Source: an optimization exercise on an open RTL-to-GDS flow (aim: small area, a short achievable clock period and few clock cycles per item). Production flows keep margins and buffers that such runs may drop.
Function was checked by simulation only, so behaviour that the tests miss may differ from the original.
Power is estimated from default activity; no workload was simulated.

## v9
## top_proc
module top_proc #(
    parameter INITIAL_PC = 32'h0000_0000
)(
    input clk,
    input rst,
    input [31:0] instr,
    input [31:0] dReadData,
    output [31:0] PC,
    output [31:0] dAddress,
    output [31:0] dWriteData,
    output MemRead,
    output MemWrite
);
    localparam [6:0] OP_R  = 7'b0110011;
    localparam [6:0] OP_I  = 7'b0010011;
    localparam [6:0] OP_LW = 7'b0000011;
    localparam [6:0] OP_SW = 7'b0100011;
    localparam [6:0] OP_B  = 7'b1100011;
    reg  [31:0] pc_f;           
    reg  [31:0] pc_i;           
    reg         v_i;            
    reg  [31:0] ir;             
    reg         v_r;
    reg         r_pred;         
    reg  [31:0] r_alt;          
    reg         r_inc, r_dec;   
    reg         r_hze, r_hzm;   
    reg  [3:0]  r_p1lo, r_p2lo;  
    reg  [7:0]  r_p1hi, r_p2hi;  
    reg  [31:0] e_a, e_b;       
    reg  [31:0] e_alt;          
    reg  [4:0]  e_rd;
    reg         e_we, e_load, e_store, e_beq;    
    reg         e_sub, e_arith;
    reg         e_add, e_slt, e_sll, e_srl, e_xor, e_or, e_and;
    reg  [31:0] m_res, m_sd;    
    reg  [4:0]  m_rd;
    reg         m_we, m_load, m_rdreq, m_wrreq;
    reg  [31:0] w_res;          
    reg  [4:0]  w_rd;
    reg         w_we, w_load;
    assign PC         = pc_f;
    assign dAddress   = m_res;
    assign dWriteData = m_sd;
    assign MemRead    = m_rdreq;
    assign MemWrite   = m_wrreq;
    wire [31:0] pc_nx, i_target, r_tgt;
    reg         e_fix;          
    wire        v_nx, i_pred, i_inc, i_dec, hz_e, hz_m;
    wire        mis, refuse, bp_nx, btb_we, btb_inv;
    reg         i_bp;           
    reg         btb_fill;       
    reg         btb_v;          
    reg  [12:1] btb_tag;
    reg  [12:1] btb_off;
    reg  [12:1] btb_tgt;
    wire        stall = v_r & (r_hze | r_hzm);
    fetch_next fn (
  ...
clock: 11.0 ns
lec_check: 0
cap_margin: 20
core_margin: 2
core_utilization: 45
cts_buf_list: sky130_fd_sc_hd__clkbuf_8 sky130_fd_sc_hd__clkbuf_16
cts_cluster_diameter: 80
cts_cluster_size: 20
setup_slack_margin: 5
slew_margin: 20
synth_hierarchical: 1
standard.sh (not shown) runs the stock make flow with config.mk's settings and CLKGATE_MAP_FILE= SYNTH_SCRIPT=/design/flow/synth_recipe.tcl, a recipe that flattens the netlist after the stock synthesis.
==> flow/flow/run.sh <==
#!/bin/bash
# Layout: the standard flow (standard.sh) with its standard synthesis
# and these changes to how the layout is made (the SDC, the clock period
# and the flow scripts are unchanged):
#  - no gate cloning in timing repair (its clones can leave nets over the
#    max-slew limit at the end);
#  - every port still gets its buffer, but a plain buf_2 instead of the
#    delay cell buffer_ports picks by itself.
# Each step's full output goes to its own log file in this folder (ORFS
# also keeps per-step logs under orfs/logs/).
set -euo pipefail
K=(SETUP_SLACK_MARGIN=7.5 SKIP_GATE_CLONING=1 "BUFFER_PORTS_ARGS=-buffer_cell sky130_fd_sc_hd__buf_2")
bash standard.sh synth > synth.log 2>&1
bash standard.sh "${K[@]}" floorplan > floorplan.log 2>&1
bash standard.sh "${K[@]}" place > place.log 2>&1
bash standard.sh "${K[@]}" cts > cts.log 2>&1
bash standard.sh "${K[@]}" route > route.log 2>&1
bash standard.sh "${K[@]}" finish > finish.log 2>&1
v9 finished every step from synthesis to the final layout, and the layout passed the timing, DRC and antenna checks.
Testbench counts of v9, summed over its fixed seeds: cycles 43,757, instrs 37,128.
Relative to v9, the following input files were edited for v37:
- SYNTH_HIERARCHICAL now 0, was 1
- All of v37 and v9 finish clean.
- On clock network fraction of total power, v9 tracks v37 almost exactly.
- First-iteration DRC count came out lower on v37 than on v9.
- Compared to v9, v37 has final HPWL from detailed placement 2.0% lower.
- Delta (v37 minus v9): initial antenna violation count rose 1, post-route minimum period fell 0.017 ns.
Here is what was changed in the inputs of v3 compared with v37.
- SYNTH_HIERARCHICAL changed from 0 to 1
==> flow/flow/run.sh <==
#!/bin/bash
set -euo pipefail
bash standard.sh synth > synth.log 2>&1
bash standard.sh SETUP_SLACK_MARGIN=7.5 SKIP_GATE_CLONING=1 floorplan > floorplan.log 2>&1
bash standard.sh SETUP_SLACK_MARGIN=7.5 SKIP_GATE_CLONING=1 place > place.log 2>&1
bash standard.sh SETUP_SLACK_MARGIN=7.5 SKIP_GATE_CLONING=1 cts > cts.log 2>&1
bash standard.sh SETUP_SLACK_MARGIN=7.5 SKIP_GATE_CLONING=1 route > route.log 2>&1
bash standard.sh SETUP_SLACK_MARGIN=7.5 SKIP_GATE_CLONING=1 finish > finish.log 2>&1
Delta (v3 minus v37): effective utilization at floorplan comparable; clock period minus final worst setup slack now smaller; area of the core now larger; proportion of synthesized area in mux cells comparable. Transition time at the pin with the least slew margin came out higher on v3 than on v37.

## what the ideal ports hide
In the flow no input, the clock included, has a driving cell. The finished layouts below were timed again as built, in two steps. Step 1 assumes that a clkbuf_16 drives the clock port and a buf_2 every other input. Step 2 moves the port delays by t, midway between the first and last clock arrival at a register: inputs arrive t later, outputs are due t later. That takes back most of the time a late clock gives input paths. Three values: no drivers, after step 1, after step 2; two values: the first two.
run	t, ns	setup WS [ns]	worst slew at a driven data input, ns	cell pins on the clock port's net
v9	0.823	7.305 / 7.305 / 6.552	0.08	1
v37	0.827	7.322 / 7.322 / 6.547	0.16	1
v3	0.807	7.359 / 7.360 / 6.583	0.12	1
After both steps setup and hold are still met in every run listed. For v3, which loses most, drivers alone change the setup slack by +0.001 ns; drivers and shift together by -0.776 ns.
